This design comes from an exercise in tuning for small area on the open sky130 flow, not from production work.
In this exercise RTL edits were held to simulation tests only and were not proved equivalent to the original.
No activity file was given, so power comes from the tool's default toggle rates.

// FlappyBird
module FlappyBird(
    input CLOCK_50,
    input rst_n,
    input [1:0] KEY,
    output VGA_HS,
    output VGA_VS,
    output [7:0] VGA_R, VGA_G, VGA_B,
    output [6:0] HEX2, HEX1, HEX0,
    output VGA_BLANK_N,
    output VGA_SYNC_N,
    output VGA_CLK
    );
Size: ~110 flip-flops.
export LEC_CHECK = 0
export CAP_MARGIN = 20
export CORE_MARGIN = 2
export CORE_UTILIZATION = 70
export CTS_BUF_LIST = sky130_fd_sc_hd__clkbuf_4 sky130_fd_sc_hd__clkbuf_8
export PLACE_DENSITY = 0.8
export SLEW_MARGIN = 20
create_clock -name core_clock -period 10.0 [get_ports {CLOCK_50}]
standard.sh (not shown) runs the stock make flow with config.mk's settings and CLKGATE_MAP_FILE= SYNTH_SCRIPT=/design/flow/synth_recipe.tcl, a recipe that flattens the netlist after the stock synthesis.
==> flow/flow/run.sh <==
#!/bin/bash
set -euo pipefail
W=$(pwd)
# synthesis script: the standard flow's, sourcing a copy of ORFS's synth.tcl whose abc
# call uses our script
sed -e "s#^  log_cmd abc {\*}\$abc_args#  log_cmd abc {*}[lreplace \$abc_args 1 1 $W/flow/abc_area.script]#" \
    "$FLOW_HOME/scripts/synth.tcl" > "$W/synth_area.tcl"
grep -q "abc_area.script" "$W/synth_area.tcl"
sed -e "s#source \$::env(SCRIPTS_DIR)/synth.tcl#source $W/synth_area.tcl#" \
    "$W/synth_recipe.tcl" > "$W/synth_recipe_area.tcl"
grep -q "synth_area.tcl" "$W/synth_recipe_area.tcl"
# standard.sh with our synthesis script and no adder cell mapping
sed -e "s#SYNTH_SCRIPT=[^ ]*#SYNTH_SCRIPT=$W/synth_recipe_area.tcl ADDER_MAP_FILE=#" \
    "$W/standard.sh" > "$W/standard_area.sh"
grep -q "synth_recipe_area.tcl" "$W/standard_area.sh"
export BUFFER_PORTS_ARGS="-buffer_cell sky130_fd_sc_hd__buf_1"
bash "$W/standard_area.sh" > "$W/flow.log" 2>&1
==> flow/flow/abc_area.script <==
strash
dc2
&get -n
&deepsyn -T 120
&put
strash
dc2
&get -n
&dch -f
&nf -a -R 1000
&put
Rerun with:
--- a/flow/design.v
+++ b/flow/design.v
@@ -77,27 +77,27 @@
             c = 1'b1;
             for (i = 0; i < 10; i = i + 1) begin
                 nb = ~b[i];
                 sub10[i] = a[i] ^ nb ^ c;
                 c = (a[i] & nb) | (c & (a[i] | nb));
             end
         end
     endfunction
     wire clr_n = KEY[1];
     reg [8:0] tb;
-    wire pix_en = ~tb[0];
-    wire tick = (tb == 9'd0);
+    wire pix_en = tb[0];
+    wire tick = tb[8] & tb[7] & tb[6] & tb[5] & tb[4] & tb[2] & tb[0];   
     wire [9:0] tb_inc = inc10({1'b0, tb}, 1'b1);
     always @(posedge CLOCK_50, negedge rst_n)
-        if (!rst_n) tb <= 9'd1;
-        else tb <= (tb[8] & tb[7] & tb[6] & tb[5] & tb[4] & tb[2] & tb[0]) ? 9'd0 : tb_inc[8:0];
-    assign VGA_CLK = tb[0];
+        if (!rst_n) tb <= 9'd0;
+        else tb <= tick ? 9'd0 : tb_inc[8:0];
+    assign VGA_CLK = ~tb[0];
     assign VGA_BLANK_N = 1'b1;
     assign VGA_SYNC_N = 1'b1;
     reg [9:0] hp, vq;
     reg hz;
     wire hwrap = hp[9] & hp[8] & hp[5];               
     wire vwrap = ~vq[9] & vq[8] & vq[6] & vq[5] & vq[3] & vq[2] & vq[0];   
     wire ce = pix_en & clr_n;
     wire [9:0] hp_inc = inc10(hp, ce);
     wire [9:0] vq_inc = inc10(vq, ce & hwrap & ~hz);
     wire hclr = ce & (hz | hwrap);
@@ -164,46 +164,43 @@
                 if (btop) bq <= 10'd334;
                 else bq <= bird_dn;
             end
             xq <= w1 ? 10'd889 : x1_mv;
             if (w1) ny1 <= newny;
             if (w2) ny2 <= newny;
             if (w3) ny3 <= newny;
         end
     reg [1:0] sd2;
     reg [3:0] sd1, sd0;
-    reg sc, si;
+    reg si;
     wire d0n = sd0[3] & sd0[0];
     wire d1n = sd1[3] & sd1[0];
     wire top = sd2[1] & sd1[2] & ~sd1[1] & sd1[0] & sd0[2] & ~sd0[1] & sd0[0];  
     wire k0 = pix_en & si;
     wire k1 = k0 & d0n;
     wire k2 = k1 & d1n;
-    wire zall = pix_en & sc | k0 & top;
+    wire zall = pix_en & hz | k0 & top;
     wire [9:0] sd0_inc = inc10({6'b0, sd0}, k0);
     wire [9:0] sd1_inc = inc10({6'b0, sd1}, k1);
     wire [9:0] sd2_inc = inc10({8'b0, sd2}, k2);
     always @(posedge CLOCK_50, negedge rst_n)
         if (!rst_n) begin
-            sd2 <= 2'd0; sd1 <= 4'd0; sd0 <= 4'd0; sc <= 1'b0; si <= 1'b0;
+            sd2 <= 2'd0; sd1 <= 4'd0; sd0 <= 4'd0;
         end else begin
             sd0 <= (zall | k1) ? 4'd0 : sd0_inc[3:0];
             sd1 <= (zall | k2) ? 4'd0 : sd1_inc[3:0];
             sd2 <= zall ? 2'd0 : sd2_inc[1:0];
-            if (!clr_n) begin
-                sc <= 1'b1; si <= 1'b0;
-            end else if (active & (w1 | w2 | w3)) begin
-                sc <= 1'b0; si <= 1'b1;
-            end else if (pix_en) begin
-                sc <= 1'b0; si <= 1'b0;
-            end
-        end
+        end
+    always @(posedge CLOCK_50)
+        if (!clr_n) si <= 1'b0;
+        else if (active & (w1 | w2 | w3)) si <= 1'b1;
+        else if (pix_en) si <= 1'b0;
     hex_decoder H0(.d(sd0), .seg(HEX0));
     hex_decoder H1(.d(sd1), .seg(HEX1));
     assign HEX2 = {~sd2[1], sd2[0] | sd2[1], sd2[0], sd2[0], sd2[1], 1'b0, sd2[0]};
     wire [9:0] bd = sub10(vq, bq);
     wire bpix = in10(hp, 10'd180, 10'd211) & bird_ok & ~ge10(bd, 10'd31);
     wire [10:0] w = sub11({1'b0, hp}, {1'b0, xq});
     wire [10:0] wu = {~w[10], w[9:0]};
     assign sw = in11(wu, 11'd1024, 11'd1085);    
     wire s2a = in11(wu, 11'd1284, 11'd1345);   
     wire s2b = in11(wu, 11'd489, 11'd550);     
After rerunning: Total power climbs by about 30%; via count climbs by 4.4%; setup slack improves by 0.038 ns; routed wire length rose by about 6%; count of clock-buffer cells in the layout is unchanged; cell area is higher by 1.8%.

static timing again, ports no longer ideal:
No port has a modelled driver above. Below, the same layouts with a new extraction and two added sets of constraints.
Step 1 (the two cells are an assumption about what drives the block):
set clk [get_ports {CLOCK_50}]
set_driving_cell -lib_cell sky130_fd_sc_hd__clkbuf_16 $clk
set_driving_cell -lib_cell sky130_fd_sc_hd__buf_2 [delete_from_list [all_inputs] $clk]
Step 2 adds t to the input delays and takes it off the output delays; t is the mean of the earliest and latest rising clock arrival at the registers after step 1. Input paths then give back, and output paths get back, about the clock's delay inside the block.
Three values: no drivers, after step 1, after step 2; two values: the first two.
run	t, ns	setup slack, ns	worst register clock-pin slew, ns
the first run	0.411	2.264 / 2.264 / 2.264	0.11 / 0.11
the second run	0.424	2.303 / 2.303 / 2.303	0.12 / 0.12
After both steps every run listed still meets setup and hold.
